Context: an optimization exercise on an open-source flow, tuned for a short achievable clock period and few clock cycles. The choices shown serve that exercise and are no tape-out recipe.
RTL that was checked went through simulation tests only; none was proved equivalent to the original.
Power is estimated from default activity; no workload was simulated.

== oak ==
## cpu_8b
module cpu_8b(
    input wire clk,
    input wire rst,
    output wire halt,
    output wire mem_we,
    output wire [7:0] mem_addr,
    output wire [7:0] mem_wdata,
    input wire [7:0] mem_rdata
);
    reg [7:0] ra, rb;
    reg [7:0] res;        
    reg halted;
    reg [7:0] ir;         
    reg irv;
    reg [7:0] ipc;        
    reg [7:0] ipc1;       
    reg [7:0] ib;         
    reg ibv;
    reg [7:0] aq;         
    reg we;
    reg [7:0] wdata;
    reg pki;              
    reg pa, pb;           
    reg rki;              
    reg la, lb;           
    reg [7:0] rpc;
    reg [7:0] fp;         
    reg jf;               
    assign halt = halted;
    assign mem_we = we;
    assign mem_addr = aq;
    assign mem_wdata = wdata;
    reg [16:0] dv;
    wire [16:0] dv_ib, dv_rd;
    cpu_dec dec_ib(.i(ib), .d(dv_ib));
    cpu_dec dec_rd(.i(mem_rdata), .d(dv_rd));
    wire [3:0] off = ir[3:0];
    wire is_add = dv[0];
    wire is_and = dv[1];
    wire is_not = dv[2];
    wire is_alu = dv[3];
    wire is_ld = dv[4];
    wire is_st = dv[5];
    wire is_jmp = dv[6];
    wire is_jz = dv[7];
    wire is_halt = dv[8];
    wire reads_a = dv[9];
    wire reads_b = dv[10];
    wire fwd_ok = dv[11];
    wire o0 = dv[12];
    wire o1 = dv[13];
    wire o2 = dv[14];
    wire o3 = dv[15];
    wire x32 = dv[16];
    wire zf = (res == 8'd0);
    wire taken = is_jmp | (is_jz & zf);
    reg fl;
    wire irv_e = irv & ~fl;
    wire ibv_e = ibv & ~fl;
    wire rki_e = rki & ~fl;
    wire stall = (pa & reads_a) | (pb & reads_b) |
                 (((la & reads_a) | (lb & reads_b)) & ~fwd_ok);
    wire ex = irv_e & ~halted & ~stall;
    wire [7:0] va = la ? mem_rdata : ra;
    wire [7:0] vb = lb ? mem_rdata : rb;
    wire [7:0] r4 = ir[4] ? vb : va;
    wire fwd = (la & reads_a) | (lb & reads_b);
    wire [7:0] ab = ra + rb;
    wire [7:0] s3n = ir[3] ? rb : ra;
    wire [7:0] yadd = x32 ? ab : {s3n[6:0], 1'b0};
    wire [7:0] yand = x32 ? (ra & rb) : s3n;
    wire [7:0] yn = is_add ? yadd : (is_and ? yand : ~s3n);
    wire [7:0] m = ~x32 ? 8'hff : (lb ? ra : rb);
    wire [7:0] rd = mem_rdata;
    wire [7:0] yfw = ({8{is_add}} & {rd[6:0], 1'b0}) | ({8{is_and}} & rd & m) |
                     ({8{is_not}} & ~rd);
    wire [7:0] y = fwd ? yfw : yn;
    function [7:0] addoff(input [7:0] b, input [3:0] o);
  ...
Size: ~110 flip-flops.
make LEC_CHECK=0 CAP_MARGIN=20 CORE_MARGIN=2 CORE_UTILIZATION=40 SETUP_SLACK_MARGIN=2.9 SLEW_MARGIN=20 TNS_END_PERCENT=100 finish   # period 5.0 ns
run.sh (not shown) runs the stock make flow with config.mk's settings and CLKGATE_MAP_FILE= SYNTH_SCRIPT=/design/flow/synth_recipe.tcl, a recipe that flattens the netlist after the stock synthesis.
Testbench counts of oak, summed over its fixed seeds: cycles 36,310.
What pine does differently from oak at the input level:
--- a/flow/config.mk
+++ b/flow/config.mk
@@ -9,5 +9,5 @@
 export CORE_MARGIN = 2
 export CORE_UTILIZATION = 40
-export SETUP_SLACK_MARGIN = 2.9
+export SETUP_SLACK_MARGIN = 3.3
 export SLEW_MARGIN = 20
 export TNS_END_PERCENT = 100
## What came out
Taking oak as the reference, in pine signed area change from the synthesized netlist to the final layout rose by 13 points, wire length of the first global-routing pass rose by 12%.
After detailed routing, oak needs less wire than pine.
Sequential cell area in the final layout, pine and oak: smaller value in oak
The run with more setup slack is oak; pine has less.
Diff oak -> pine | via count of the first global-routing pass | up by a little under 10%
[pine vs oak] static leakage: higher in pine
#### Input delta (birch over pine)
--- a/flow/config.mk
+++ b/flow/config.mk
@@ -11,3 +11,4 @@
 export SETUP_SLACK_MARGIN = 3.3
 export SLEW_MARGIN = 20
+export SYNTH_HIERARCHICAL = 1
 export TNS_END_PERCENT = 100
[summary]
- birch against pine: post-route met1 wirelength went down about 2.7%; synthesized cell count went down; via count of the routed design now smaller; full die area picked up an extra 270 sq um.

---

Another version of the RTL of cpu_8b (not shown whole).
For scale: roughly 80 flip-flops.
clock: 5.0 ns
lec_check: 0
cap_margin: 20
core_margin: 2
core_utilization: 40
setup_slack_margin: 2.7
slew_margin: 20
synth_hierarchical: 1
The starting point passed the timing, design-rule and antenna checks.
Then changed:
Settings changed: CORE_UTILIZATION 40 to 60, PLACE_DENSITY set to 0.7, SETUP_SLACK_MARGIN 2.7 to 3.0, TNS_END_PERCENT set to 100.
Outcome:
- The new run completed without violations
- worst setup slack got worse by 0.091 ns
- clock-buffer cell count stays the same
- global-route usage went up by 13 points
- routed wire length rises by a few percent
- die area falls by a quarter to a third
- via count grows by a little under a tenth
No functional check of the RTL was part of any run of this note.

---

cpu_8b, a different RTL version from the one above (not shown whole).
Size: ~28 I/O pins.
==> flow/config.mk <==
export PLATFORM = sky130hd
export DESIGN_NAME = cpu_8b
export DESIGN_NICKNAME = cpu_8b
export VERILOG_FILES = /design/flow/design.v
export SDC_FILE = /design/flow/constraint.sdc
export NUM_CORES = 4
export LEC_CHECK = 0
export CAP_MARGIN = 20
export CORE_MARGIN = 2
export CORE_UTILIZATION = 40
export SETUP_SLACK_MARGIN = 3.3
export SLEW_MARGIN = 20
export SYNTH_HIERARCHICAL = 1
export TNS_END_PERCENT = 100
==> flow/constraint.sdc <==
create_clock -name core_clock -period 5.0 [get_ports {clk}]
set_input_delay 1.0000 -clock core_clock [delete_from_list [all_inputs] [get_ports {clk}]]
set_output_delay 1.0000 -clock core_clock [all_outputs]
set_load 0.01 [all_outputs]
The first run completed with no timing, DRC or antenna violations.
Testbench counts at the start, summed over its fixed seeds: cycles 36,310.
==> next run, changes <==
- CELL_PAD_IN_SITES_DETAIL_PLACEMENT: default -> 0
- CELL_PAD_IN_SITES_GLOBAL_PLACEMENT: default -> 0
- GPL_TIMING_DRIVEN: default -> 1
The changed run went through all stages and came out clean.
Routed wire length does not change.
Global-route usage is unchanged.
Worst hold slack is unchanged.
Register-to-register slack stays flat.
Non-clock buffer count does not change.
Fmax is unchanged.
Design area does not change.

separate check: timing with driven ports:
Ports are ideal in the flow. The routed layouts listed here were re-timed in OpenROAD.
Step 1: set_driving_cell puts a clkbuf_16 on clk and a buf_2 on each other input, an assumption about the parent block.
Step 2 moves the port delays by t, midway between the first and last clock arrival at a register: inputs arrive t later, outputs are due t later. That takes back most of the time a late clock gives input paths.
Slacks: no drivers / after step 1 / after step 2; pairs: no drivers / after step 1.
| run | shift t [ns] | setup WS [ns] | hold WS [ns] | worst slew at a driven data input, ns | pins driven straight from the clock port |
|---|---|---|---|---|---|
| oak | 0.399 | 2.780 / 2.780 / 2.557 | 0.463 / 0.463 / 0.463 | 0.03 | 1 |
| pine | 0.410 | 2.771 / 2.771 / 2.666 | 0.477 / 0.477 / 0.477 | 0.06 | 1 |
| birch | 0.404 | 2.876 / 2.876 / 2.668 | 0.464 / 0.464 / 0.464 | 0.05 | 1 |
| the first run of note 2 | 0.397 | 2.417 / 2.133 / 1.736 | 0.498 / 0.498 / 0.498 | 0.42 | 1 |
| the second run of note 2 | 0.388 | 2.326 / 2.106 / 1.719 | 0.488 / 0.488 / 0.488 | 0.38 | 1 |
| the first run of note 3 | 0.475 | 3.003 / 2.955 / 2.604 | 0.451 / 0.451 / 0.451 | 0.05 | 1 |
| the second run of note 3 | 0.475 | 3.003 / 2.955 / 2.604 | 0.451 / 0.451 / 0.451 | 0.05 | 1 |
After both steps setup and hold are still met in every run listed. For the first run of note 2, which loses most, drivers alone change the setup slack by -0.284 ns; drivers and shift together by -0.681 ns.
